Context: an optimization exercise on an open-source flow, tuned for small area. The choices shown serve that exercise and are no tape-out recipe.
Only simulation tests tie the RTL to the original design; equivalence was not proved.
No activity file was given, so power comes from the tool's default toggle rates.

===== design/flow/config.mk =====
export PLATFORM = sky130hd
export DESIGN_NAME = intersection
export DESIGN_NICKNAME = intersection
export VERILOG_FILES = /design/flow/design.v
export SDC_FILE = /design/flow/constraint.sdc
export NUM_CORES = 4
export LEC_CHECK = 0
export CAP_MARGIN = 20
export CORE_MARGIN = 2
export CORE_UTILIZATION = 40
export SLEW_MARGIN = 20

===== design/flow/constraint.sdc =====
create_clock -name core_clock -period 5.0 [get_ports {clock}]
set_input_delay 1.0000 -clock core_clock [delete_from_list [all_inputs] [get_ports {clock}]]
set_output_delay 1.0000 -clock core_clock [all_outputs]
set_load 0.01 [all_outputs]

===== design/flow/design.v =====
module trafficlight (
	input clock,
	input reset,
	input request,
	input blocked,
	output red,
	output green,
	output waiting
);
	reg [7:0] state;
	reg [31:0] counter;
	localparam [31:0] GREEN_PERIOD = 10000;
	localparam [7:0] STATE_IDLE = 0;
	localparam [7:0] STATE_WAIT = 1;
	localparam [7:0] STATE_GREEN = 2;
	always @(posedge clock) begin
		if (reset) begin
			state <= STATE_IDLE;
			counter <= GREEN_PERIOD;
		end else
		case (state)
			STATE_IDLE: begin
				if (request)
					state <= STATE_WAIT;
			end
			STATE_WAIT: begin
				if (!blocked)
					state <= STATE_GREEN;
			end
			STATE_GREEN: begin
				counter <= counter - 1;
				if (counter == 0) begin
					counter <= GREEN_PERIOD;
					state <= STATE_IDLE;
				end
			end
		endcase
	end
	assign waiting = state == STATE_WAIT;
	assign green = state == STATE_GREEN;
	assign red = !green;
endmodule
module intersection (
	input  clock,
	input  reset,
	input  pedestrian_button,
	output pedestrian_green,
	output pedestrian_red,
	output up_green,
	output up_red,
	output down_green,
	output down_red,
	input  turn_sensor,
	output turn_green,
	output turn_red
);
	wire pedestrian_request;
	wire pedestrian_blocked;
	wire pedestrian_waiting;
	wire up_request;
	wire up_blocked;
	wire up_waiting;
	wire down_request;
	wire down_blocked;
	wire down_waiting;
	wire turn_request;
	wire turn_blocked;
	wire turn_waiting;
	reg pri_pedestrian_up;
	reg pri_pedestrian_down;
	reg pri_turn_down;
	always @(posedge clock) begin
		if (pedestrian_green) begin
			pri_pedestrian_up <= 1;
			pri_pedestrian_down <= 1;
		end
		if (up_green) begin
			pri_pedestrian_up <= 0;
		end
		if (down_green) begin
			pri_pedestrian_down <= 0;
			pri_turn_down <= 0;
		end
		if (turn_green) begin
			pri_turn_down <= 1;
		end
		if (reset) begin
			pri_pedestrian_up <= 0;
			pri_pedestrian_down <= 0;
			pri_turn_down <= 0;
		end
	end
	assign pedestrian_request = pedestrian_button;
	assign pedestrian_blocked =
			(up_green || (up_waiting && pri_pedestrian_up)) ||
			(down_green || (down_waiting && pri_pedestrian_down));
	assign up_request = 1;
	assign up_blocked = pedestrian_green || (pedestrian_waiting && !pri_pedestrian_up);
	assign down_request = 1;
	assign down_blocked =
			(pedestrian_green || (pedestrian_waiting && !pri_pedestrian_down)) ||
			(turn_green || (turn_waiting && !pri_turn_down));
	assign turn_request = turn_sensor;
	assign turn_blocked = down_green || (down_waiting && pri_turn_down);
	trafficlight tl_pedestrian (
		.clock   (           clock  ),
		.reset   (           reset  ),
		.request (pedestrian_request),
		.blocked (pedestrian_blocked),
		.red     (pedestrian_red    ),
		.green   (pedestrian_green  ),
		.waiting (pedestrian_waiting)
	);
	trafficlight tl_up (
		.clock   (           clock  ),
		.reset   (           reset  ),
		.request (        up_request),
		.blocked (        up_blocked),
		.red     (        up_red    ),
		.green   (        up_green  ),
		.waiting (        up_waiting)
	);
	trafficlight tl_down (
		.clock   (           clock  ),
		.reset   (           reset  ),
		.request (      down_request),
		.blocked (      down_blocked),
		.red     (      down_red    ),
		.green   (      down_green  ),
		.waiting (      down_waiting)
	);
	trafficlight tl_turn (
		.clock   (           clock  ),
		.reset   (           reset  ),
		.request (      turn_request),
		.blocked (      turn_blocked),
		.red     (      turn_red    ),
		.green   (      turn_green  ),
		.waiting (      turn_waiting)
	);
endmodule

===== design/flow/run.sh =====
#!/bin/bash
# synth_recipe.tcl (not shown) runs the flow's synth.tcl, then flattens the netlist and writes it again
# the make line also repeats each setting of config.mk as NAME=value (left out here)
make -C /OpenROAD-flow-scripts/flow DESIGN_CONFIG=/design/flow/config.mk WORK_HOME=/design/flow/orfs CLKGATE_MAP_FILE= SYNTH_SCRIPT=/design/flow/synth_recipe.tcl finish

==> results.py, run 1 <==
metrics = {
    "cts": {
        "postCtsResizedCells": 0,
        "clkTransAtPathRegs_ns": 0.06,
        "htree_levels": 4,
        "postCtsHoldBufs": 0,
        "clock_sinks": 139,
        "clk_latency_ns": 0.42,
        "ctsRootBufferMaster": "clkbuf_16",
        "cts_tree": "done",
        "numCtsBuffers": 17,
        "cts_setup_buffers": 0,
        "clk_path_buf_depth": 2,
    },
    "synth": {
        "synth_top_family_by_area": "simple AND/OR/NAND/NOR gates",
        "avgSynthCellArea_um2": 8.92,
        "synth-simple-area-share_pct": 32.8,
        "ys_ff_latch": 139,
        "synth_area_leaders": "dfxtp_1 40%, xor2_1 7.6%, xnor2_1 6.8%",
        "yosysTopAreaCellShare_pct": 40.5,
        "synthCells": 771,
        "yosysWarnings": 2,
        "postSynth.asyncResetShare_pct": 0,
        "syn_area_um2": 6870,
        "synth-compound-area-share_pct": 3.39,
        "ys_types": 55,
        "yosys-top-cells-count": "139 x dfxtp_1, 117 x nor2_1, 60 x xor2_1",
        "synth_flop_cell": "dfxtp_1",
        "muxShareOfSynthArea_pct": 1.33,
        "synth_xor_area_share_pct": 14.4,
        "yosys.area.top_type": "dfxtp_1",
        "yosysMostFrequentCell": "dfxtp_1",
        "synthAdderAreaFrac_pct": 3.64,
        "synth_enable_flop_cells": 0,
        "synth-seq-area-share_pct": 40.5,
        "synth_fp_nets": 795,
    },
    "floorplanning": {
        "dieHeight_um": 135,
        "rows": 47,
        "die_width_um": 135,
        "core_um2": 16700,
        "pin_count": 12,
        "start_util_pct": 41.2,
        "die-area_um2": 18200,
    },
    "critical_path": {
        "worst-setup-path-type": "flop to output pin",
        "crit_chain": "inv_1, ha_1, inv_1, clkdlybuf4s50_1",
        "end_kind": "output pin",
        "cpMaxStageDelayCell": "clkdlybuf4s50_1",
        "critPathTopFamily": "buffers and inverters",
        "arrival_ns": 2.08,
        "reg2reg_slack_ns": 1.95,
        "cp_max_fo": 9,
        "cp.required_ns": 4.00,
        "crit_path_max_incr_delay_ns": 0.58,
        "rr_worst_depth": 7,
        "critPathBufInv": 3,
        "cp_common_cell": "inv_1",
        "cp-start-kind": "flop",
        "path_depth": 4,
    },
    "grt": {
        "antenna_found_initial": 0,
        "grtUsageTotal_pct": 14.8,
        "grt_max_degree": 29,
        "grt_pass1_wl_mm": 22.1,
        "grt_overflow": 0,
        "grt_pass1_vias": 4869,
    },
    "detailed_routing": {
        "wl_per_cell_um": 12.5,
        "antenna_left": 0,
        "drcViolationCount": 0,
        "vias": 5040,
        "drt_pass1_iterations": 4,
        "drt_iter0_drc": 306,
        "totalWireLength_mm": 12.6,
        "viasPerCell": 5.00,
    },
    "placed_design": {
        "port_buffers": 11,
        "hpwl_mm": 8.41,
        "gp_congestion": 0.739,
        "placed_area_um2": 7110,
    },
    "layout": {
        "num_antenna_cells": 0,
        "drive_gt1_share_pct": 10.2,
        "syn2layout_area_growth_pct": 12.2,
        "finalNetCount": 798,
        "post-route-cell-area_um2": 7710,
        "fillers": 1634,
    },
    "run": {
        "cap_violations": 0,
    },
    "sta": {
        "max_freq_ghz": 0.325,
        "worst_pin_slew_ns": 0.862,
        "setup_tns_ns": 0,
        "fin_skew_ns": 0.00849,
        "relSlewSlack_pct": 42.0,
        "period_share_pct": 61.6,
        "setup_viol": 0,
        "fin_crit_ns": 3.08,
        "slew_viol_final": 0,
        "finalHoldViolCount": 0,
        "rsz0062_at_grt": "false",
    },
    "power_and_ir_drop": {
        "vdd_drop_max_uv": 279,
        "leakagePower_nw": 2.63,
        "p_per_area_nw_per_um2": 402,
    },
    "outcome": {
        "status": "no timing/DRC/antenna violations",
    },
    "worst_hold_path": {
        "min_path_cells": 2,
        "hp-class": "flop to flop",
    },
}
==> area by class of cell <==
cell class	count	area (µm²)	share of cell area (%)
repair buffers	16	148	1.91
inverters	22	82.6	1.07
multi-input cells	578	3830	49.7
clock buffers	25	475	6.17
clock inverters	7	114	1.48
flip-flops and latches	139	2780	36.1
well taps	220	275	3.57
==> path summary, 6_finish.rpt <==
check,from,to
min reg2reg,pri_pedestrian_up,pri_pedestrian_up
max,tl_down.state[0],down_red
min,pri_pedestrian_up,pri_pedestrian_up
max reg2reg,tl_turn.state[0],tl_turn.counter[19]
==> worst min-delay path, delay by kind of cell (launching register included) <==
family          cells  cell delay [ns]
buf+inv             1             0.05
flops               1             0.32
compound gates      1             0.06
==> routing by layer <==
metal  vias to the layer above  routed length, µm  track usage, %  share of wire [%]
li1                       2657                  -               -                  -
met1                      2333               6530            19.6                 52
met2                        34               5490            23.0                 44
met3                        16                345            4.65                2.7
met4                         0                209            4.80                1.7
met5                         -                  0               0                  0
==> registers in the layout, summed over array words and instances (netlist names), 2 cells and up <==
name,cells
tl_up.counter,32
tl_turn.counter,32
tl_up.state,2
tl_pedestrian.state,2
tl_pedestrian.counter,32
tl_down.state,2
tl_down.counter,32
tl_turn.state,2
==> logic make-up after synthesis <==
group	after synthesis
simple gates	401
flops	139
xor+xnor	113
buf+inv	54
compound gates	35
fa+ha+maj	20
mux	9
==> per-stage QoR <==
| step | utilization [%] | total power, mW | worst slack (ns) | hold slack [ns] | std cells |
|---|---|---|---|---|---|
| finish | 46.2 | 3.10 | 1.92 | 0.477 | 1007 |
| global route | 46.2 | 3.27 | 1.65 | 0.504 | 1007 |
| CTS | 46.1 | 3.13 | 1.91 | 0.475 | 1007 |
| detailed placement | 42.6 | 1.86 | 1.93 | 0.466 | 975 |
| global placement | 42.6 | 1.86 | 2.01 | 0.464 | 975 |
| floorplan | - | 1.72 | 2.45 | 0.448 | 771 |
==> power by group <==
group | total (mW) | switching [mW] | internal, mW
clock | 1.26 | 0.450 | 0.809
sequential | 1.27 | 0.0863 | 1.19
combinational | 0.566 | 0.308 | 0.258
==> cell usage in the layout (no fill, tap or decap), drive strengths merged, types with 8 or more instances in the layout <==
| master | n |
|---|---|
| a21oi | 19 |
| clkbuf | 25 |
| clkdlybuf4s50 | 11 |
| dfxtp | 139 |
| ha | 20 |
| inv | 22 |
| mux2i | 8 |
| nand2 | 43 |
| nand2b | 21 |
| nand3 | 19 |
| nand3b | 8 |
| nand4 | 19 |
| nor2 | 137 |
| nor3 | 34 |
| nor4 | 33 |
| nor4b | 13 |
| or2 | 10 |
| or3 | 18 |
| or4 | 21 |
| xnor2 | 53 |
| xor2 | 60 |
==> run 2: changes to the inputs <==
==> design/flow/design.v (replaced) <==
module trafficlight (
	input         clock,
	input         reset,
	input         start,
	output        green,
	output        post
);
	localparam W = 14, K = 12;
	localparam [W-1:0] S = 6382;
	reg [W-1:0] cnt;
	wire running = |cnt[W-1:K];
	assign post  = &cnt;
	assign green = running & !post;
	always @(posedge clock) begin
		if (reset)
			cnt <= {W{1'b1}};
		else if (start)
			cnt <= S;
		else
			cnt <= cnt + {{(W-1){1'b0}}, running};
	end
endmodule
module intersection (
	input  clock,
	input  reset,
	input  pedestrian_button,
	output pedestrian_green,
	output pedestrian_red,
	output up_green,
	output up_red,
	output down_green,
	output down_red,
	input  turn_sensor,
	output turn_green,
	output turn_red
);
	reg own_a;               
	reg own_b;               
	reg ped_wait;
	reg turn_wait;
	reg pri_pedestrian_down;
	wire start_a, start_b;
	wire green_a, green_b, post_a, post_b;
	trafficlight timer_a (.clock(clock), .reset(reset), .start(start_a), .green(green_a), .post(post_a));
	trafficlight timer_b (.clock(clock), .reset(reset), .start(start_b), .green(green_b), .post(post_b));
	assign pedestrian_green = green_a & own_a;
	assign up_green         = green_a & !own_a;
	assign turn_green       = green_b & own_b;
	assign down_green       = green_b & !own_b;
	assign pedestrian_red = !pedestrian_green;
	assign up_red         = !up_green;
	assign turn_red       = !turn_green;
	assign down_red       = !down_green;
	wire up_idle   = post_a & !own_a;
	wire down_idle = post_b & !own_b;
	wire up_waiting   = !green_a & !up_idle;
	wire down_waiting = !green_b & !down_idle;
	wire ped_blocked  = green_a | (up_waiting & own_a) |
	                    down_green | (down_waiting & pri_pedestrian_down);
	wire up_blocked   = pedestrian_green | (ped_wait & !own_a);
	wire down_blocked = pedestrian_green | (ped_wait & !pri_pedestrian_down) |
	                    green_b | (turn_wait & !own_b);
	wire turn_blocked = down_green | (down_waiting & own_b);
	wire ped_go  = ped_wait & !ped_blocked;
	wire up_go   = up_waiting & !up_blocked;
	wire down_go = down_waiting & !down_blocked;
	wire turn_go = turn_wait & !turn_blocked;
	assign start_a = ped_go | up_go;
	assign start_b = turn_go | down_go;
	always @(posedge clock) begin
		if (reset) begin
			own_a <= 0;
			own_b <= 0;
			ped_wait <= 0;
			turn_wait <= 0;
			pri_pedestrian_down <= 0;
		end else begin
			if (ped_go) own_a <= 1;
			if (up_go) own_a <= 0;
			if (turn_go) own_b <= 1;
			if (down_go) own_b <= 0;
			if (pedestrian_green) pri_pedestrian_down <= 1;
			if (down_green) pri_pedestrian_down <= 0;
			ped_wait  <= ped_wait ? ped_blocked : (pedestrian_button & !pedestrian_green);
			turn_wait <= turn_wait ? turn_blocked : (turn_sensor & !turn_green);
		end
	end
endmodule
==> run 2 against run 1 <==
Net effect: cell count down 76%; area after synthesis down 76%; routed wire length down 73%; still clean.
==> results.py, run 2 <==
metrics = {
    "outcome": {
        "status": "no timing/DRC/antenna violations",
    },
    "cts": {
        "clkTransAtPathRegs_ns": 0.07,
        "clk_latency_ns": 0.29,
        "postCtsHoldBufs": 0,
        "numCtsBuffers": 5,
        "cts_tree": "done",
        "ctsRootBufferMaster": "clkbuf_8",
        "cts_setup_buffers": 0,
        "htree_levels": 2,
        "clock_sinks": 33,
        "postCtsResizedCells": 0,
        "clk_path_buf_depth": 2,
    },
    "detailed_routing": {
        "wl_per_cell_um": 14.3,
        "drt_pass1_iterations": 4,
        "viasPerCell": 5.55,
        "totalWireLength_mm": 3.40,
        "drt_iter0_drc": 83,
        "drcViolationCount": 0,
        "antenna_left": 0,
        "vias": 1320,
    },
    "layout": {
        "finalNetCount": 195,
        "drive_gt1_share_pct": 17.6,
        "fillers": 369,
        "syn2layout_area_growth_pct": 15.4,
        "final_cells": 238,
        "reg_top3": "timer_a.cnt: 14 flops, timer_b.cnt: 14 flops",
        "final_cell_mix": "33 x dfxtp_1, 17 x nand3_1, 13 x xnor2_1, 12 x a31o_2",
        "layout_commonest_cell": "dfxtp_1",
        "num_antenna_cells": 0,
    },
    "grt": {
        "grt_overflow": 0,
        "antenna_found_initial": 0,
        "grt_max_degree": 19,
        "grt_pass1_vias": 1251,
        "grt_pass1_wl_mm": 5.80,
        "grtUsageTotal_pct": 16.8,
    },
    "sta": {
        "fin_crit_ns": 3.17,
        "slew_viol_final": 0,
        "setup_viol": 0,
        "finalHoldViolCount": 0,
        "setup_ws_ns": 1.83,
        "hold_ws_ns": 0.558,
        "fin_skew_ns": 0.0108,
        "worst_pin_slew_ns": 0.754,
        "period_share_pct": 63.5,
        "max_freq_ghz": 0.315,
        "rsz0062_at_grt": "false",
        "relSlewSlack_pct": 49.6,
        "setup_tns_ns": 0,
    },
    "synth": {
        "synthCells": 174,
        "postSynth.asyncResetShare_pct": 0,
        "synth_fp_nets": 182,
        "ys_ff_latch": 33,
        "yosysWarnings": 2,
        "synth-seq-area-share_pct": 39.6,
        "avgSynthCellArea_um2": 9.59,
        "ys_types": 41,
        "synth_flop_cell": "dfxtp_1",
        "yosys.area.top_type": "dfxtp_1",
        "yosysTopAreaCellShare_pct": 39.6,
        "synth_enable_flop_cells": 0,
        "syn_area_um2": 1670,
        "yosys-top-cells-count": "33 x dfxtp_1, 17 x nand3_1, 13 x xnor2_1",
        "yosysMostFrequentCell": "dfxtp_1",
        "synth_area_leaders": "dfxtp_1 40%, xnor2_1 6.8%, a31o_2 6.3%",
    },
    "critical_path": {
        "worst-setup-path-type": "flop to output pin",
        "reg2reg_to": "timer_b.cnt[10]",
        "cp-start-kind": "flop",
        "rr_worst_depth": 9,
        "arrival_ns": 2.17,
        "cp_max_fo": 7,
        "cp.required_ns": 4.00,
        "reg2reg_slack_ns": 2.77,
        "end_kind": "output pin",
        "r2r_start": "timer_b.cnt[12]",
    },
    "worst_hold_path": {
        "min_from": "pri_pedestrian_down",
        "hp-class": "flop to flop",
        "min_path_cells": 2,
        "hold-path-endpoint": "pri_pedestrian_down",
    },
    "floorplanning": {
        "die_width_um": 68.6,
        "core_um2": 4000,
        "start_util_pct": 41.7,
        "rows": 23,
        "dieHeight_um": 68.6,
        "pin_count": 12,
        "die-area_um2": 4710,
    },
    "power_and_ir_drop": {
        "leakagePower_nw": 0.756,
        "p_per_area_nw_per_um2": 685,
        "vdd_drop_max_uv": 242,
    },
    "placed_design": {
        "hpwl_mm": 2.49,
        "gp_congestion": 0.760,
        "place_inst": 230,
        "port_buffers": 11,
        "pre_cts_ws_ns": 2.08,
    },
    "run": {
        "cap_violations": 0,
    },
}
==> run 2: cell count changes in the layout (fill, tap and decap cells not counted), sizes merged, moves of 32 or more <==
cell   delta
xnor2    -40
dfxtp   -106
nand2    -33
nor2    -128
nor4     -32
xor2     -51
==> run 2: per-stage QoR <==
step,utilization (%),cell area (µm²),power [mW]
after detailed placement,44.8,1790,1.03
after CTS,48.2,1930,1.33
after global placement,44.8,1790,1.01
final,48.2,1930,1.32
after global routing,48.2,1930,1.42
after floorplan,-,1670,0.890
==> run 2: area by class of cell <==
| type | instances | area, µm² | share of cell area, % |
|---|---|---|---|
| repair buffers | 12 | 118 | 6.10 |
| clock buffers | 5 | 68.8 | 3.57 |
| well taps | 50 | 62.6 | 3.25 |
| clock inverters | 3 | 65.1 | 3.38 |
| multi-input cells | 127 | 922 | 47.9 |
| flip-flops and latches | 33 | 661 | 34.3 |
| inverters | 8 | 30.0 | 1.56 |
==> run 2: how the worst max path moves through the flow <==
| stage | startpoint | end | slack [ns] | cells after the start |
|---|---|---|---|---|
| after floorplan | timer_b.cnt[3] | turn_green | 2.73 | 5 |
| after global routing | timer_b.cnt[3] | turn_red | 1.66 | 5 |
| after global placement | timer_b.cnt[3] | turn_red | 2.17 | 5 |
| after CTS | timer_b.cnt[3] | turn_red | 1.80 | 5 |
| final | timer_b.cnt[3] | turn_red | 1.83 | 5 |
| after detailed placement | reset | timer_b.cnt[11] | 2.08 | 4 |
==> run 2: power by group <==
part / internal (mW) / switching (mW) / leakage, nW
Clock: 0.198 / 0.0997 / 0.0681
Sequential: 0.354 / 0.0922 / 0.273
Combinational: 0.293 / 0.282 / 0.415
Total: 0.845 / 0.474 / 0.756
==> run 2: logic make-up (layout without fill, tap and decap cells) <==
kind of cell / count (synthesis) / after routing / synth area share (%)
AO/OA/AOI/OAI: 30 / 30 / 15.6
XOR/XNOR: 22 / 22 / 11.5
adder cells (fa/ha/maj): 4 / 4 / 3.00
buffers and inverters: 14 / 28 / 5.17
flip-flops: 33 / 33 / 39.6
AND/OR/NAND/NOR: 71 / 71 / 25.1
==> run 2: critical path, stage by stage, from the launching register on <==
cell and delay (ns):
dfxtp_1 0.41, nand3_2 0.15, nor4_4 0.51, nor2_1 0.11, nand2_1 0.13, clkdlybuf4s50_1 0.56
==> run 2: per-layer routing <==
| layer | GRT usage (%) | wire length [µm] |
|---|---|---|
| met5 | 0 | 0 |
| met4 | 6.50 | 32 |
| met3 | 5.84 | 135 |
| met2 | 25.4 | 1520 |
| met1 | 21.9 | 1710 |
==> run 3: changes to the inputs <==
--- a/design/flow/config.mk
+++ b/design/flow/config.mk
@@ -5,6 +5,7 @@
 export SDC_FILE = /design/flow/constraint.sdc
 export NUM_CORES = 4
 export LEC_CHECK = 0
+export ABC_AREA = 1
 export CAP_MARGIN = 20
 export CORE_MARGIN = 2
 export CORE_UTILIZATION = 40
==> run 3 against run 2 <==
Net effect: via count up 13%; utilization is 1.2 points lower; critical path depth up 2; area after synthesis up 11%; still clean on timing, DRC and antenna; routed wire length grew 3.1%; sequential power down 2%; hold slack worse by 0.057 ns; register-to-register slack better by 0.26 ns; global-route usage is 1.5 points lower; non-clock buffer count is 1 lower.
==> results.py, run 3 <==
metrics = {
    "outcome": {
        "status": "no timing/DRC/antenna violations",
    },
    "cts": {
        "ctsRootBufferMaster": "clkbuf_8",
        "htree_levels": 2,
        "clkTransAtPathRegs_ns": 0.07,
        "cts_setup_buffers": 0,
        "numCtsBuffers": 5,
        "clk_latency_ns": 0.28,
        "postCtsResizedCells": 0,
        "clk_path_buf_depth": 2,
        "clock_sinks": 33,
        "cts_tree": "done",
        "postCtsHoldBufs": 0,
    },
    "floorplanning": {
        "pin_count": 12,
        "start_util_pct": 42.1,
        "rows": 24,
        "die-area_um2": 5210,
        "dieHeight_um": 72.2,
        "die_width_um": 72.2,
        "core_um2": 4410,
    },
    "layout": {
        "num_antenna_cells": 0,
        "fillers": 453,
        "drive_gt1_share_pct": 14.3,
        "final_util_pct": 47.0,
        "layout_commonest_cell": "nand2_1",
        "reg_top3": "timer_a.cnt: 14 flops, timer_b.cnt: 14 flops",
        "multiInputGateArea_um2": 1040,
        "syn2layout_area_growth_pct": 11.6,
        "final_cell_mix": "47 x nand2_1, 33 x dfxtp_1, 30 x inv_1, 25 x nand3_1, 21 x nor2_1",
        "finalNetCount": 265,
        "final-seq-area_um2": 661,
    },
    "synth": {
        "synth_area_leaders": "dfxtp_1 36%, nand2_1 9.5%, nand3_1 6.7%",
        "yosysWarnings": 2,
        "synth-seq-area-share_pct": 35.6,
        "syn_area_um2": 1860,
        "muxShareOfSynthArea_pct": 0,
        "synthAdderAreaFrac_pct": 2.69,
        "synth_top_family_by_area": "simple AND/OR/NAND/NOR gates",
        "synth_xor_area_share_pct": 10.8,
        "postSynth.asyncResetShare_pct": 0,
        "synth-compound-area-share_pct": 3.03,
        "yosys-top-cells-count": "47 x nand2_1, 33 x dfxtp_1, 30 x inv_1",
        "yosysMostFrequentCell": "nand2_1",
        "synthCells": 244,
        "ys_ff_latch": 33,
        "yosys.area.top_type": "dfxtp_1",
        "yosysTopAreaCellShare_pct": 35.6,
        "synth_flop_cell": "dfxtp_1",
        "avgSynthCellArea_um2": 7.61,
        "synth_fp_nets": 252,
        "synth-simple-area-share_pct": 39.2,
        "synth_enable_flop_cells": 0,
        "ys_types": 25,
    },
    "critical_path": {
        "cp-start-kind": "flop",
        "arrival_ns": 1.84,
        "cp_max_fo": 4,
        "worst-setup-path-type": "flop to output pin",
        "crit_path_max_incr_delay_ns": 0.55,
        "end_kind": "output pin",
        "cp.required_ns": 4.00,
        "crit_chain": "nand2_2, nor2_4, nand2_2, nor2_1, nor2_2, nand2_2, clkdlybuf4s50_1",
        "critPathBufInv": 1,
        "cp_common_cell": "nand2_2",
        "cpMaxStageDelayCell": "clkdlybuf4s50_1",
        "critPathTopFamily": "simple AND/OR/NAND/NOR gates",
    },
    "sta": {
        "finalHoldViolCount": 0,
        "worst_pin_slew_ns": 0.723,
        "max_freq_ghz": 0.353,
        "relSlewSlack_pct": 51.8,
        "setup_viol": 0,
        "rsz0062_at_grt": "false",
        "slew_viol_final": 0,
        "fin_skew_ns": 0.00697,
        "period_share_pct": 56.7,
        "fin_crit_ns": 2.84,
        "setup_tns_ns": 0,
    },
    "power_and_ir_drop": {
        "p_seq_share_pct": 31.2,
        "vdd_drop_max_uv": 310,
        "total_power_mw": 1.40,
        "pwr-share-comb_pct": 55.0,
        "intPower_mw": 0.795,
        "p_per_area_nw_per_um2": 676,
        "swShare_pct": 43.3,
        "leakagePower_nw": 1.04,
        "p_clk_share_pct": 13.8,
        "p_switching_mw": 0.607,
    },
    "grt": {
        "grt_overflow": 0,
        "antenna_found_initial": 0,
        "grt_pass1_wl_mm": 6.21,
        "grtUsageTotal_pct": 15.3,
        "grt_max_degree": 25,
        "grt_pass1_vias": 1441,
    },
    "detailed_routing": {
        "drt_pass1_iterations": 4,
        "drt_iter0_drc": 83,
        "antenna_left": 0,
        "vias": 1495,
        "wl_per_cell_um": 11.3,
        "drcViolationCount": 0,
        "viasPerCell": 4.82,
        "totalWireLength_mm": 3.50,
    },
    "run": {
        "cap_violations": 0,
    },
    "placed_design": {
        "gp_congestion": 0.815,
        "port_buffers": 11,
        "hpwl_mm": 2.56,
    },
    "worst_hold_path": {
        "hp-class": "flop to flop",
    },
}
[run 3: changes by cell type after synthesis, sizes merged, moves of 3 or more]
| cell | previous run | this run |
|---|---|---|
| nor2 | 9 | 36 |
| inv | 7 | 32 |
| and3 | 8 | 0 |
| nor2b | 3 | 0 |
| nand2 | 10 | 54 |
| a31o | 12 | 0 |
| nand3 | 19 | 28 |
| nand3b | 1 | 5 |
| xor2 | 9 | 12 |
[run 3: kinds of logic (layout without fill, tap and decap cells)]
logic type	count (synthesis)	in the layout
fa+ha+maj	4	4
buf+inv	37	51
xor+xnor	23	23
flops	33	33
simple gates	138	138
compound gates	9	9
[run 3: path summary, 6_finish.rpt]
path / start / to / slack [ns] / cells after the start
hold / removal: ped_wait / ped_wait / 0.50 / 2
setup reg to reg: timer_b.cnt[12] / timer_b.cnt[10] / 3.03 / 10
setup / recovery: timer_a.cnt[4] / pedestrian_red / 2.16 / 7
hold reg to reg: ped_wait / ped_wait / 0.50 / 2
[run 3: power by group through the flow]
stage	logic (mW)	clock network, mW	registers (mW)
floorplan	0.640	0	0.426
global placement	0.772	0	0.444
detailed placement	0.774	0	0.443
CTS	0.780	0.203	0.438
global route	0.872	0.214	0.451
finish	0.772	0.193	0.438
[run 3: per-layer routing]
metal	up-vias	routed length [µm]	GRT usage, %
li1	799	-	-
met1	679	1690	18.5
met2	12	1690	25.5
met3	5	77	3.75
met4	0	45	6.92
met5	-	0	0
[run 3: cell type report]
type,instances,share of cell area (%)
clock inverter,2,0.483
sequential,33,31.8
timing repair buffer,11,5.31
clock buffer,6,3.50
inverter,32,5.79
tap,52,3.14
multi-input combinational,174,49.9
[run 3: through the flow]
stage                     std cells  instance area [µm²]  worst slack, ns  hold WS [ns]
final                           310                 2070             2.16         0.501
after global routing            310                 2070             2.02         0.551
after CTS                       310                 2070             2.15         0.507
after detailed placement        302                 1990             2.46         0.489
after global placement          302                 1990             2.46         0.485
after floorplan                 244                 1860             2.96         0.452
[run 3: tightest hold or removal path: cells and delay by family, from the launching register on]
family | cells | cell delay, ns
AO/OA/AOI/OAI | 1 | 0.04
AND/OR/NAND/NOR | 1 | 0.10
flip-flops | 1 | 0.33
==> run 4: changes to the inputs <==
--- a/design/flow/config.mk
+++ b/design/flow/config.mk
@@ -5,8 +5,10 @@
 export SDC_FILE = /design/flow/constraint.sdc
 export NUM_CORES = 4
 export LEC_CHECK = 0
-export ABC_AREA = 1
 export CAP_MARGIN = 20
 export CORE_MARGIN = 2
 export CORE_UTILIZATION = 40
+export CTS_BUF_LIST = sky130_fd_sc_hd__clkbuf_4
+export CTS_CLUSTER_DIAMETER = 200
+export CTS_CLUSTER_SIZE = 50
 export SLEW_MARGIN = 20
==> run 4 against run 3 <==
Net effect: still clean on timing, DRC and antenna; utilization up 0.39 points; sequential power increased by 2%; clock skew up 0.011 ns; cell count shrank 23%; synthesized cell count down 29%; first-iteration DRC count is 9.6% lower; setup slack got worse by 0.41 ns; routed wire length down 3.8%; sequential share of layout area up 3.0 points; clock power is 29% higher; maximum frequency is 13% lower; sequential cell count stayed put.
==> results.py, run 4 <==
metrics = {
    "layout": {
        "fillers": 376,
        "final_cells": 238,
        "finalNetCount": 195,
        "reg_top3": "timer_a.cnt: 14 flops, timer_b.cnt: 14 flops",
        "layout_commonest_cell": "dfxtp_1",
        "syn2layout_area_growth_pct": 13.6,
        "drive_gt1_share_pct": 17.6,
        "final_cell_mix": "33 x dfxtp_1, 17 x nand3_1, 13 x xnor2_1, 12 x a31o_2",
        "num_antenna_cells": 0,
    },
    "power_and_ir_drop": {
        "leakagePower_nw": 0.743,
        "vdd_drop_max_uv": 242,
        "total_power_mw": 1.27,
        "p_per_area_nw_per_um2": 670,
    },
    "cts": {
        "cts_setup_buffers": 0,
        "ctsRootBufferMaster": "clkbuf_4",
        "numCtsBuffers": 5,
        "postCtsHoldBufs": 0,
        "clk_latency_ns": 0.34,
        "clock_sinks": 33,
        "cts_tree": "done",
        "htree_levels": 2,
        "clkTransAtPathRegs_ns": 0.11,
        "clk_path_buf_depth": 2,
        "postCtsResizedCells": 0,
    },
    "critical_path": {
        "cp-start-kind": "flop",
        "r2r_start": "timer_b.cnt[12]",
        "arrival_ns": 2.25,
        "worst-setup-path-type": "flop to output pin",
        "reg2reg_slack_ns": 2.75,
        "rr_worst_depth": 9,
        "reg2reg_to": "timer_b.cnt[10]",
        "end_kind": "output pin",
        "cp_max_fo": 7,
        "cp.required_ns": 4.00,
    },
    "detailed_routing": {
        "totalWireLength_mm": 3.37,
        "routed.top_layer": "met4",
        "met1_length_mm": 1.68,
        "wl_per_cell_um": 14.2,
        "viasPerCell": 5.63,
        "drt_iter0_drc": 75,
        "vias": 1339,
        "antenna_left": 0,
        "drt_pass1_iterations": 4,
        "drcViolationCount": 0,
        "met2_length_mm": 1.48,
        "route.met3.wl_um": 142,
    },
    "grt": {
        "grt_overflow": 0,
        "grt_pass1_vias": 1265,
        "grtUsageTotal_pct": 16.6,
        "antenna_found_initial": 0,
        "grt_pass1_wl_mm": 5.78,
        "grt_max_degree": 19,
    },
    "sta": {
        "period_share_pct": 65.0,
        "rsz0062_at_grt": "false",
        "max_freq_ghz": 0.308,
        "setup_viol": 0,
        "slew_viol_final": 0,
        "setup_tns_ns": 0,
        "setup_ws_ns": 1.75,
        "worst_pin_slew_ns": 0.762,
        "fin_skew_ns": 0.0176,
        "relSlewSlack_pct": 49.0,
        "finalHoldViolCount": 0,
        "fin_crit_ns": 3.25,
    },
    "synth": {
        "yosysTopAreaCellShare_pct": 39.6,
        "synth_area_leaders": "dfxtp_1 40%, xnor2_1 6.8%, a31o_2 6.3%",
        "syn_area_um2": 1670,
        "ys_types": 41,
        "synthCells": 174,
        "ys_ff_latch": 33,
        "synth_enable_flop_cells": 0,
        "postSynth.asyncResetShare_pct": 0,
        "yosysWarnings": 2,
        "synth_flop_cell": "dfxtp_1",
        "yosysMostFrequentCell": "dfxtp_1",
        "synth_fp_nets": 182,
        "yosys-top-cells-count": "33 x dfxtp_1, 17 x nand3_1, 13 x xnor2_1",
        "avgSynthCellArea_um2": 9.59,
        "yosys.area.top_type": "dfxtp_1",
        "synth-seq-area-share_pct": 39.6,
    },
    "floorplanning": {
        "rows": 23,
        "pin_count": 12,
        "dieHeight_um": 68.6,
        "die_width_um": 68.6,
        "die-area_um2": 4710,
        "core_um2": 4000,
        "start_util_pct": 41.7,
    },
    "placed_design": {
        "place_inst": 230,
        "gp_congestion": 0.760,
        "pre_cts_ws_ns": 2.08,
        "port_buffers": 11,
        "hpwl_mm": 2.49,
    },
    "outcome": {
        "status": "no timing/DRC/antenna violations",
    },
    "run": {
        "cap_violations": 0,
    },
    "worst_hold_path": {
        "min_path_cells": 2,
        "hp-class": "flop to flop",
        "hold-path-endpoint": "pri_pedestrian_down",
        "min_from": "pri_pedestrian_down",
    },
}
[run 4: changes by cell type after synthesis, moves of 7 or more]
cell	change
a31o_2	+12
nand3_1	-8
nor2_1	-12
inv_1	-24
nand2_1	-37
nor2_4	-7
and3_1	+8
nor2_2	-8
nand2_2	-7
[run 4: final cells by class]
type                    count  area, µm²  area share, %
flip-flops and latches     33        661           34.9
clock buffers               5       37.5           1.98
well taps                  50       62.6           3.30
repair buffers             12        118           6.20
multi-input cells         127        922           48.6
clock inverters             3       65.1           3.43
inverters                   8       30.0           1.58
[run 4: through the flow]
| step | cell area (µm²) | util (%) | hold slack, ns |
|---|---|---|---|
| 3_5_place_dp | 1790 | 44.8 | 0.542 |
| 4_1_cts | 1900 | 47.4 | 0.563 |
| 2_1_floorplan | 1670 | - | 0.491 |
| 5_1_grt | 1900 | 47.4 | 0.581 |
| 3_3_place_gp | 1790 | 44.8 | 0.535 |
| 6_report | 1900 | 47.4 | 0.564 |
[run 4: metal layers]
layer  up-vias  track usage (%)
li1        663                -
met1       641             21.8
met2        27             25.4
met3         8             3.90
met4         0             8.00
met5         -                0
[run 4: worst max-delay path by stage]
stage	start	end	slack [ns]	depth (start not counted)
floorplan	timer_b.cnt[3]	turn_green	2.73	5
global placement	timer_b.cnt[3]	turn_red	2.17	5
detailed placement	reset	timer_b.cnt[11]	2.08	4
CTS	timer_b.cnt[3]	turn_red	1.73	5
global route	timer_b.cnt[3]	turn_red	1.59	5
finish	timer_b.cnt[3]	turn_red	1.75	5
[run 4: cell families after synthesis]
family / after synthesis / synth area share (%)
AO/OA/AOI/OAI: 30 / 15.6
XOR/XNOR: 22 / 11.5
adder cells (fa/ha/maj): 4 / 3.00
buffers and inverters: 14 / 5.17
flip-flops: 33 / 39.6
AND/OR/NAND/NOR: 71 / 25.1
[run 4: critical path: stages (launching register included)]
cell and delay (ns):
dfxtp_1 0.43, nand3_2 0.15, nor4_4 0.52, nor2_1 0.12
nand2_1 0.13, clkdlybuf4s50_1 0.56
[run 4: where the power goes]
part / total, mW / leakage [nW] / switching, mW / internal (mW)
Clock: 0.249 / 0.0552 / 0.0939 / 0.155
Combinational: 0.576 / 0.415 / 0.283 / 0.293
Sequential: 0.445 / 0.273 / 0.0911 / 0.353
==> run 5: changes to the inputs <==
--- a/design/flow/design.v
+++ b/design/flow/design.v
@@ -1,24 +1,22 @@
 module trafficlight (
-	input         clock,
-	input         reset,
-	input         start,
-	output        green,
-	output        post
+	input  clock,
+	input  reset,
+	input  start,
+	output green,
+	output post
 );
-	localparam W = 14, K = 12;
-	localparam [W-1:0] S = 6382;
-	reg [W-1:0] cnt;
-	wire running = |cnt[W-1:K];
-	assign post  = &cnt;
-	assign green = running & !post;
-	always @(posedge clock) begin
-		if (reset)
-			cnt <= {W{1'b1}};
-		else if (start)
-			cnt <= S;
-		else
-			cnt <= cnt + {{(W-1){1'b0}}, running};
-	end
+	localparam N = 14;
+	localparam [N-1:0] POL = 14'd10922;
+	localparam [N-1:0] S = 14'd14178;
+	localparam [N-1:0] P = 14'd8192;
+	reg [N-1:0] q;             
+	wire [N-1:0] x = q ^ POL;  
+	wire fb = (x[13] ^ x[0]) & !post;
+	assign green = |x[N-2:0];
+	assign post = x[N-1] & !green;
+	wire [N-1:0] x_next = reset ? P : start ? S : {x[N-2:0], fb};
+	always @(posedge clock)
+		q <= x_next ^ POL;
 endmodule
 module intersection (
 	input  clock,
--- a/design/flow/config.mk
+++ b/design/flow/config.mk
@@ -8,7 +8,4 @@
 export CAP_MARGIN = 20
 export CORE_MARGIN = 2
 export CORE_UTILIZATION = 40
-export CTS_BUF_LIST = sky130_fd_sc_hd__clkbuf_4
-export CTS_CLUSTER_DIAMETER = 200
-export CTS_CLUSTER_SIZE = 50
 export SLEW_MARGIN = 20
==> run 5 against run 4 <==
Net effect: still clean on timing, DRC and antenna; sequential cell count is the same; area after synthesis shrank 32%; hold slack lost 0.18 ns; setup slack lost 0.51 ns; critical path depth is the same; power shrank 23%; utilization grew 1.3 points; global-route usage shrank 1.4 points; sequential share of layout area grew 15 points; combinational power shrank 25%; clock power shrank 42%; non-clock buffer count shrank 1; largest power group unchanged.
==> results.py, run 5 <==
metrics = {
    "critical_path": {
        "worst-setup-path-type": "flop to output pin",
        "critPathTopFamily": "simple AND/OR/NAND/NOR gates",
        "rr_worst_depth": 6,
        "cp_max_fo": 9,
        "cpMaxStageDelayCell": "or4_1",
        "critPathBufInv": 2,
        "crit_chain": "or4_1, or4_1, ha_1, inv_1, clkdlybuf4s50_1",
        "cp.required_ns": 4.00,
        "cp-start-kind": "flop",
        "cp_common_cell": "or4_1",
        "crit_path_max_incr_delay_ns": 0.68,
        "path_depth": 5,
        "arrival_ns": 2.76,
        "end_kind": "output pin",
    },
    "layout": {
        "fillers": 267,
        "layout_commonest_cell": "dfxtp_1",
        "finalNetCount": 134,
        "drive_gt1_share_pct": 8.59,
        "syn2layout_area_growth_pct": 16.4,
        "reg_top3": "timer_a.q: 14 flops, timer_b.q: 14 flops",
        "num_antenna_cells": 0,
        "final_cell_mix": "33 x dfxtp_1, 13 x a21oi_1, 11 x clkdlybuf4s50_1, 8 x nor2_1, 7 x nand2_1",
    },
    "detailed_routing": {
        "drt_pass1_iterations": 4,
        "antenna_left": 0,
        "drt_iter0_drc": 10,
        "totalWireLength_mm": 2.13,
        "vias": 839,
        "drcViolationCount": 0,
        "viasPerCell": 5.28,
        "wl_per_cell_um": 13.4,
    },
    "synth": {
        "synth_flop_cell": "dfxtp_1",
        "synthCells": 114,
        "postSynth.asyncResetShare_pct": 0,
        "synth_area_leaders": "dfxtp_1 58%, a21oi_1 5.7%, o21bai_1 3.9%",
        "yosysTopAreaCellShare_pct": 57.8,
        "synth_enable_flop_cells": 0,
        "yosysWarnings": 2,
        "ys_ff_latch": 33,
        "ys_types": 33,
        "syn_area_um2": 1140,
        "synth_fp_nets": 120,
        "yosys.area.top_type": "dfxtp_1",
        "yosysMostFrequentCell": "dfxtp_1",
        "avgSynthCellArea_um2": 10.0,
        "yosys-top-cells-count": "33 x dfxtp_1, 13 x a21oi_1, 8 x nor2_1",
        "synth-seq-area-share_pct": 57.8,
    },
    "placed_design": {
        "gp_congestion": 0.746,
        "hpwl_mm": 1.52,
        "port_buffers": 11,
    },
    "grt": {
        "grt_overflow": 0,
        "antenna_found_initial": 0,
        "grtUsageTotal_pct": 15.1,
        "grt_pass1_vias": 836,
        "grt_max_degree": 29,
        "grt_pass1_wl_mm": 3.66,
    },
    "sta": {
        "worst_pin_slew_ns": 0.869,
        "slew_viol_final": 0,
        "fin_crit_ns": 3.76,
        "max_freq_ghz": 0.266,
        "period_share_pct": 75.2,
        "setup_viol": 0,
        "relSlewSlack_pct": 41.9,
        "setup_tns_ns": 0,
        "rsz0062_at_grt": "false",
        "fin_skew_ns": 0.00919,
        "finalHoldViolCount": 0,
    },
    "outcome": {
        "status": "no timing/DRC/antenna violations",
    },
    "cts": {
        "clk_path_buf_depth": 2,
        "cts_setup_buffers": 0,
        "clk_latency_ns": 0.33,
        "postCtsHoldBufs": 0,
        "clock_sinks": 33,
        "htree_levels": 2,
        "numCtsBuffers": 5,
        "ctsRootBufferMaster": "clkbuf_4",
        "clkTransAtPathRegs_ns": 0.09,
        "postCtsResizedCells": 0,
        "cts_tree": "done",
    },
    "floorplanning": {
        "die_width_um": 57.4,
        "dieHeight_um": 57.4,
        "core_um2": 2730,
        "rows": 19,
        "start_util_pct": 41.8,
        "die-area_um2": 3300,
        "pin_count": 12,
    },
    "power_and_ir_drop": {
        "leakagePower_nw": 0.552,
        "total_power_mw": 0.972,
        "vdd_drop_max_uv": 390,
        "p_per_area_nw_per_um2": 731,
    },
    "worst_hold_path": {
        "min_path_cells": 1,
        "hp-class": "flop to flop",
    },
    "run": {
        "cap_violations": 0,
    },
}
run 5: per-layer routing:
layer  vias up  GRT usage (%)  share of wire [%]
li1        428              -                  -
met5         -              0                  0
met1       395           18.0                 47
met2        10           23.2                 46
met4         0           7.97                2.5
met3         6           6.12                4.4
run 5: layout make-up:
| type | count | area, µm² | area share, % |
|---|---|---|---|
| Clock buffer | 7 | 55.1 | 4.14 |
| Multi-Input combinational cell | 71 | 443 | 33.3 |
| Inverter | 6 | 22.5 | 1.69 |
| Sequential cell | 33 | 661 | 49.7 |
| Tap cell | 31 | 38.8 | 2.92 |
| Timing Repair Buffer | 11 | 110 | 8.28 |
run 5: final timing paths:
path | from | end | slack, ns
max | timer_b.q[0] | down_red | 1.24
min | timer_b.q[10] | timer_b.q[11] | 0.39
max reg2reg | timer_b.q[0] | timer_a.q[10] | 2.39
min reg2reg | timer_b.q[10] | timer_b.q[11] | 0.39
run 5: per-stage QoR:
step / hold WS (ns) / area [µm²] / setup WS, ns / cells / utilization [%]
floorplan: 0.352 / 1140 / 2.18 / 114 / -
global placement: 0.362 / 1270 / 1.63 / 152 / 46.6
finish: 0.387 / 1330 / 1.24 / 159 / 48.6
CTS: 0.387 / 1330 / 1.20 / 159 / 48.6
detailed placement: 0.366 / 1270 / 1.60 / 152 / 46.6
global route: 0.400 / 1330 / 1.09 / 159 / 48.6
run 5: power breakdown:
| group | total, mW | switching, mW | internal (mW) | leakage (nW) |
|---|---|---|---|---|
| clock | 0.145 | 0.0791 | 0.0663 | 0.0314 |
| combinational | 0.432 | 0.217 | 0.214 | 0.250 |
| sequential | 0.395 | 0.0526 | 0.342 | 0.271 |
| total | 0.972 | 0.349 | 0.623 | 0.552 |
run 5: kinds of logic (layout without fill, tap and decap cells):
| group | after synthesis | in the layout | synth area share [%] |
|---|---|---|---|
| and+or+nand+nor | 38 | 38 | 17.9 |
| DFF | 33 | 33 | 57.8 |
| AOI/OAI and AO/OA | 30 | 30 | 18.0 |
| buffers and inverters | 10 | 24 | 3.39 |
| adders and majority gates | 2 | 2 | 2.19 |
| xor gates and xnor gates | 1 | 1 | 0.767 |
==> run 6: changes to the inputs <==
==> design/flow/flow/run.sh (new file) <==
#!/bin/bash
set -euo pipefail
bash standard.sh \
  "BUFFER_PORTS_ARGS=-buffer_cell sky130_fd_sc_hd__buf_1" \
  "CTS_ARGS=-repair_clock_nets -dont_use_dummy_load -buf_list sky130_fd_sc_hd__clkbuf_8 -root_buf sky130_fd_sc_hd__clkbuf_8 -sink_clustering_enable -sink_clustering_size 40 -sink_clustering_max_diameter 1000" \
  finish > make_finish.log 2>&1
==> design/flow/standard.sh (new file) <==
#!/bin/bash
# synth_recipe.tcl (not shown) runs the flow's synth.tcl, then flattens the netlist and writes it again
# the make line also repeats each setting of config.mk as NAME=value (left out here)
make -C /OpenROAD-flow-scripts/flow DESIGN_CONFIG=/design/flow/config.mk WORK_HOME=/design/flow/orfs CLKGATE_MAP_FILE= SYNTH_SCRIPT=/design/flow/synth_recipe.tcl "${@:-finish}"
removed: design/flow/run.sh
==> run 6 against run 5 <==
Net effect: still clean; largest power group is now registers; non-clock buffer count up 1; via count down 1.3%; setup slack better by 0.46 ns; power down 4.6%; largest cell class unchanged.
==> results.py, run 6 <==
metrics = {
    "sta": {
        "fin_skew_ns": 0.00241,
        "setup_tns_ns": 0,
        "relSlewSlack_pct": 55.1,
        "rsz0062_at_grt": "false",
        "setup_viol": 0,
        "slew_viol_final": 0,
        "fin_crit_ns": 3.30,
        "max_freq_ghz": 0.303,
        "finalHoldViolCount": 0,
        "worst_pin_slew_ns": 0.667,
        "period_share_pct": 65.9,
    },
    "cts": {
        "cts_tree": "done",
        "htree_levels": 2,
        "cts_setup_buffers": 0,
        "ctsRootBufferMaster": "clkbuf_8",
        "numCtsBuffers": 5,
        "clkTransAtPathRegs_ns": 0.06,
        "clk_latency_ns": 0.26,
        "postCtsHoldBufs": 0,
        "clk_path_buf_depth": 2,
        "clock_sinks": 33,
        "postCtsResizedCells": 0,
    },
    "layout": {
        "final_cell_mix": "33 x dfxtp_1, 13 x a21oi_1, 11 x buf_1, 8 x nor2_1, 7 x nand2_1",
        "num_antenna_cells": 0,
        "layout_commonest_cell": "dfxtp_1",
        "drive_gt1_share_pct": 8.66,
        "final_cells": 158,
        "syn2layout_area_growth_pct": 12.3,
        "fillers": 260,
        "reg_top3": "timer_a.q: 14 flops, timer_b.q: 14 flops",
        "finalNetCount": 135,
        "final-seq-area_um2": 661,
        "multiInputGateArea_um2": 443,
    },
    "detailed_routing": {
        "vias": 828,
        "drt_pass1_iterations": 4,
        "drcViolationCount": 0,
        "viasPerCell": 5.24,
        "wl_per_cell_um": 13.1,
        "drt_iter0_drc": 13,
        "totalWireLength_mm": 2.07,
        "antenna_left": 0,
    },
    "floorplanning": {
        "die-area_um2": 3300,
        "dieHeight_um": 57.4,
        "core_um2": 2730,
        "rows": 19,
        "start_util_pct": 41.8,
        "pin_count": 12,
        "die_width_um": 57.4,
    },
    "power_and_ir_drop": {
        "p_clk_share_pct": 18.0,
        "vdd_drop_max_uv": 467,
        "pwr-share-comb_pct": 39.5,
        "swShare_pct": 37.2,
        "leakagePower_nw": 0.532,
        "p_seq_share_pct": 42.5,
        "intPower_mw": 0.583,
        "p_switching_mw": 0.345,
        "p_per_area_nw_per_um2": 723,
    },
    "synth": {
        "postSynth.asyncResetShare_pct": 0,
        "synth-seq-area-share_pct": 57.8,
        "syn_area_um2": 1140,
        "ys_ff_latch": 33,
        "yosys.area.top_type": "dfxtp_1",
        "yosysWarnings": 2,
        "synth_enable_flop_cells": 0,
        "avgSynthCellArea_um2": 10.0,
        "yosysMostFrequentCell": "dfxtp_1",
        "synth_fp_nets": 120,
        "synthCells": 114,
        "yosysTopAreaCellShare_pct": 57.8,
        "ys_types": 33,
        "yosys-top-cells-count": "33 x dfxtp_1, 13 x a21oi_1, 8 x nor2_1",
        "synth_area_leaders": "dfxtp_1 58%, a21oi_1 5.7%, o21bai_1 3.9%",
        "synth_flop_cell": "dfxtp_1",
    },
    "critical_path": {
        "crit_path_max_incr_delay_ns": 0.68,
        "critPathTopFamily": "simple AND/OR/NAND/NOR gates",
        "cp_max_fo": 9,
        "crit_chain": "or4_1, or4_1, ha_1, inv_1, buf_1",
        "cpMaxStageDelayCell": "or4_1",
        "cp.required_ns": 4.00,
        "arrival_ns": 2.30,
        "cp_common_cell": "or4_1",
        "worst-setup-path-type": "flop to output pin",
        "end_kind": "output pin",
        "cp-start-kind": "flop",
        "critPathBufInv": 2,
    },
    "outcome": {
        "status": "no timing/DRC/antenna violations",
    },
    "placed_design": {
        "hpwl_mm": 1.54,
        "gp_congestion": 0.742,
        "place_inst": 153,
        "port_buffers": 11,
    },
    "grt": {
        "grt_pass1_vias": 806,
        "grt_pass1_wl_mm": 3.48,
        "antenna_found_initial": 0,
        "grt_max_degree": 29,
        "grt_overflow": 0,
        "grtUsageTotal_pct": 14.1,
    },
    "run": {
        "cap_violations": 0,
    },
    "worst_hold_path": {
        "hp-class": "flop to flop",
    },
}
-- run 6: cell counts after synthesis --
Identical to the previous run, type by type.
-- run 6: layout make-up --
type / instances / area share (%)
flip-flops and latches: 33 / 51.5
well taps: 31 / 3.02
inverters: 6 / 1.76
multi-input cells: 71 / 34.5
clock buffers: 5 / 5.37
repair buffers: 12 / 3.80
-- run 6: power by group through the flow --
stage               Combinational, mW  Sequential [mW]  Clock (mW)
floorplan                       0.290            0.384           0
global placement                0.365            0.398           0
detailed placement              0.372            0.400           0
CTS                             0.374            0.395       0.174
global route                    0.409            0.405       0.185
finish                          0.366            0.394       0.167
-- run 6: cells by family (layout without fill, tap and decap cells) --
group	count (synthesis)	in the layout	synth area share (%)
adder cells (fa/ha/maj)	2	2	2.19
flip-flops	33	33	57.8
AND/OR/NAND/NOR	38	38	17.9
XOR/XNOR	1	1	0.767
AO/OA/AOI/OAI	30	30	18.0
buffers and inverters	10	23	3.39
-- run 6: final timing paths --
kind / slack (ns) / end / cells past startpoint / start
setup / recovery: 1.70 / down_red / 5 / timer_b.q[0]
hold reg to reg: 0.38 / timer_b.q[11] / 1 / timer_b.q[10]
setup reg to reg: 2.44 / timer_a.q[6] / 6 / timer_b.q[0]
hold / removal: 0.38 / timer_b.q[11] / 1 / timer_b.q[10]
-- run 6: per-layer routing --
layer  up-vias  wire length (µm)  GRT usage (%)
met3         0                68           6.80
met4         0                 0           3.99
met1       385              1000           17.0
li1        430                 -              -
met2        13               995           22.2
met5         -                 0              0
-- run 6: stage by stage --
step / utilization (%) / area, µm² / worst slack, ns / hold slack, ns / total power [mW]
2_1_floorplan: - / 1140 / 2.18 / 0.352 / 0.674
3_3_place_gp: 44.4 / 1210 / 2.02 / 0.368 / 0.764
3_5_place_dp: 44.4 / 1210 / 1.99 / 0.370 / 0.772
4_1_cts: 46.9 / 1280 / 1.68 / 0.384 / 0.942
5_1_grt: 46.9 / 1280 / 1.61 / 0.395 / 0.999
6_report: 46.9 / 1280 / 1.70 / 0.383 / 0.927
==> run 7: changes to the inputs <==
==> design/flow/flow/run.sh (replaced) <==
#!/bin/bash
# Standard ORFS layout with two changes: ports get the smallest buffer
# (buf_1) and clock tree synthesis inserts no dummy loads.
set -euo pipefail
bash standard.sh \
  "BUFFER_PORTS_ARGS=-buffer_cell sky130_fd_sc_hd__buf_1" \
  "CTS_ARGS=-sink_clustering_enable -repair_clock_nets -dont_use_dummy_load -sink_clustering_size 50 -sink_clustering_max_diameter 200 -buf_list sky130_fd_sc_hd__clkbuf_4" \
  finish > make_finish.log 2>&1
--- a/design/flow/config.mk
+++ b/design/flow/config.mk
@@ -6,6 +6,6 @@
 export NUM_CORES = 4
 export LEC_CHECK = 0
 export CAP_MARGIN = 20
-export CORE_MARGIN = 2
-export CORE_UTILIZATION = 40
+export CORE_AREA = 2.5 2.5 72.5 72.5
+export DIE_AREA = 0 0 75 75
 export SLEW_MARGIN = 20
==> run 7 against run 6 <==
Net effect: maximum frequency fell by 1.6%; area after synthesis did not move; die area rose by 70%; sequential cell count did not move; cell area rose by 1.1%; first-iteration DRC count rose by 140%; routed wire length fell by 0.58%; setup slack got worse by 0.054 ns; register-to-register slack barely moved.
==> results.py, run 7 <==
metrics = {
    "synth": {
        "syn_area_um2": 1140,
        "postSynth.asyncResetShare_pct": 0,
        "synth_flop_cell": "dfxtp_1",
        "ys_ff_latch": 33,
        "yosysTopAreaCellShare_pct": 57.8,
        "synthCells": 114,
        "yosys-top-cells-count": "33 x dfxtp_1, 13 x a21oi_1, 8 x nor2_1",
        "synth_fp_nets": 120,
        "synth_area_leaders": "dfxtp_1 58%, a21oi_1 5.7%, o21bai_1 3.9%",
        "synth_enable_flop_cells": 0,
        "ys_types": 33,
        "yosysWarnings": 2,
        "yosysMostFrequentCell": "dfxtp_1",
        "yosys.area.top_type": "dfxtp_1",
        "avgSynthCellArea_um2": 10.0,
        "synth-seq-area-share_pct": 57.8,
    },
    "layout": {
        "drive_gt1_share_pct": 8.66,
        "reg_top3": "timer_a.q: 14 flops, timer_b.q: 14 flops",
        "finalNetCount": 135,
        "fillers": 507,
        "layout_commonest_cell": "dfxtp_1",
        "num_antenna_cells": 0,
        "final_cell_mix": "33 x dfxtp_1, 13 x a21oi_1, 11 x buf_1, 8 x nor2_1, 7 x nand2_1",
        "syn2layout_area_growth_pct": 13.5,
    },
    "sta": {
        "fin_skew_ns": 0.0146,
        "period_share_pct": 67.0,
        "setup_viol": 0,
        "finalHoldViolCount": 0,
        "rsz0062_at_grt": "false",
        "slew_viol_final": 0,
        "setup_ws_ns": 1.65,
        "setup_tns_ns": 0,
        "hold_ws_ns": 0.382,
        "max_freq_ghz": 0.298,
        "fin_crit_ns": 3.35,
        "relSlewSlack_pct": 52.9,
        "worst_pin_slew_ns": 0.701,
    },
    "floorplanning": {
        "die_width_um": 75,
        "pin_count": 12,
        "start_util_pct": 24.2,
        "die-area_um2": 5630,
        "core_um2": 4720,
        "dieHeight_um": 75,
        "rows": 25,
    },
    "detailed_routing": {
        "totalWireLength_mm": 2.05,
        "vias": 823,
        "viasPerCell": 4.24,
        "wl_per_cell_um": 10.6,
        "drcViolationCount": 0,
        "drt_pass1_iterations": 3,
        "drt_iter0_drc": 31,
        "antenna_left": 0,
    },
    "grt": {
        "grt_pass1_wl_mm": 3.47,
        "grt_overflow": 0,
        "grt_max_degree": 29,
        "grt_pass1_vias": 757,
        "grtUsageTotal_pct": 8.66,
        "antenna_found_initial": 0,
    },
    "cts": {
        "clk_latency_ns": 0.32,
        "cts_tree": "done",
        "cts_setup_buffers": 0,
        "clock_sinks": 33,
        "ctsRootBufferMaster": "clkbuf_4",
        "clk_path_buf_depth": 2,
        "postCtsResizedCells": 0,
        "postCtsHoldBufs": 0,
        "clkTransAtPathRegs_ns": 0.10,
        "htree_levels": 2,
        "numCtsBuffers": 5,
    },
    "placed_design": {
        "port_buffers": 11,
        "gp_congestion": 0.733,
        "pre_cts_ws_ns": 1.99,
        "hpwl_mm": 1.44,
    },
    "power_and_ir_drop": {
        "p_seq_share_pct": 44.5,
        "leakagePower_nw": 0.519,
        "p_per_area_nw_per_um2": 682,
        "p_switching_mw": 0.344,
        "vdd_drop_max_uv": 169,
        "total_power_mw": 0.883,
        "intPower_mw": 0.540,
        "pwr-share-comb_pct": 41.6,
        "swShare_pct": 38.9,
        "p_clk_share_pct": 13.9,
    },
    "critical_path": {
        "cp_max_fo": 9,
        "cp.required_ns": 4.00,
        "end_kind": "output pin",
        "cp-start-kind": "flop",
        "worst-setup-path-type": "flop to output pin",
        "arrival_ns": 2.35,
    },
    "run": {
        "cap_violations": 0,
    },
    "outcome": {
        "status": "no timing/DRC/antenna violations",
    },
    "worst_hold_path": {
        "hp-class": "flop to flop",
    },
}
## run 7: logic make-up (layout without fill, tap and decap cells)
logic type / count (synthesis) / in the layout / share of synthesized area, %
adders and majority gates: 2 / 2 / 2.19
AOI/OAI and AO/OA: 30 / 30 / 18.0
and+or+nand+nor: 38 / 38 / 17.9
DFF: 33 / 33 / 57.8
buffers and inverters: 10 / 23 / 3.39
xor gates and xnor gates: 1 / 1 / 0.767
## run 7: critical path, stage by stage, from the launching register on
cell and delay, ns:
dfxtp_1 0.34, or4_1 0.50, or4_1 0.68, ha_1 0.30, inv_1 0.07, buf_1 0.14
## run 7: power groups by stage
stage / clock network [mW] / logic, mW / registers, mW
floorplan: 0 / 0.290 / 0.384
global placement: 0 / 0.369 / 0.398
detailed placement: 0 / 0.371 / 0.398
CTS: 0.130 / 0.372 / 0.393
global route: 0.142 / 0.426 / 0.404
finish: 0.123 / 0.367 / 0.393
## run 7: final timing paths
path | startpoint | to | slack, ns | depth (start not counted)
setup / recovery | timer_b.q[0] | down_red | 1.65 | 5
hold / removal | timer_a.q[10] | timer_a.q[11] | 0.38 | 1
setup reg to reg | timer_b.q[0] | timer_a.q[8] | 2.43 | 6
hold reg to reg | timer_a.q[10] | timer_a.q[11] | 0.38 | 1
## run 7: layout make-up
cell class	count	area (µm²)	share of cell area (%)
flip-flops and latches	33	661	51.0
multi-input cells	71	443	34.2
well taps	67	83.8	6.47
repair buffers	12	48.8	3.76
clock buffers	5	37.5	2.90
inverters	6	22.5	1.74
## run 7: metal layers
| layer | GRT usage, % | wire, µm |
|---|---|---|
| met2 | 11.7 | 788 |
| met3 | 4.28 | 125 |
| met5 | 0 | 0 |
| met4 | 5.36 | 35 |
| met1 | 10.9 | 1100 |
## run 7: per-stage QoR
stage / area, µm² / utilization, % / instances
2_1_floorplan: 1140 / - / 114
3_3_place_gp: 1260 / 26.6 / 189
3_5_place_dp: 1260 / 26.6 / 189
4_1_cts: 1300 / 27.4 / 194
5_1_grt: 1300 / 27.4 / 194
6_report: 1300 / 27.4 / 194

==> separate check: timing with driven ports <==
How much do the figures lean on ideal ports? The routed layouts below were timed once more, with nothing changed but the port constraints.
Step 1 assumes that a clkbuf_16 drives the clock port and a buf_2 every other input.
Step 2 also shifts input and output timing later by t, the mid clock arrival at the registers, as if the neighbouring blocks saw the same clock.
Slacks: no drivers / after step 1 / after step 2; pairs: no drivers / after step 1.
run | shift t [ns] | slack for setup (ns) | worst hold slack (ns) | worst setup path at the end | clock arrival spread, ns
run 1 | 0.451 | 1.921 / 1.882 / 1.955 | 0.477 / 0.477 / 0.477 | register to register | 0.010 / 0.010
run 2 | 0.306 | 1.825 / 1.800 / 2.091 | 0.558 / 0.558 / 0.558 | input to register | 0.011 / 0.011
run 3 | 0.305 | 2.164 / 2.138 / 2.443 | 0.501 / 0.501 / 0.501 | register to output | 0.007 / 0.007
run 4 | 0.357 | 1.750 / 1.727 / 2.084 | 0.564 / 0.564 / 0.564 | register to output | 0.018 / 0.018
run 5 | 0.344 | 1.240 / 1.219 / 1.563 | 0.387 / 0.387 / 0.387 | register to output | 0.009 / 0.009
run 6 | 0.283 | 1.704 / 1.683 / 1.966 | 0.383 / 0.383 / 0.383 | register to output | 0.002 / 0.002
run 7 | 0.340 | 1.650 / 1.625 / 1.964 | 0.382 / 0.382 / 0.382 | register to output | 0.015 / 0.015
After both steps setup and hold are still met in every run listed.
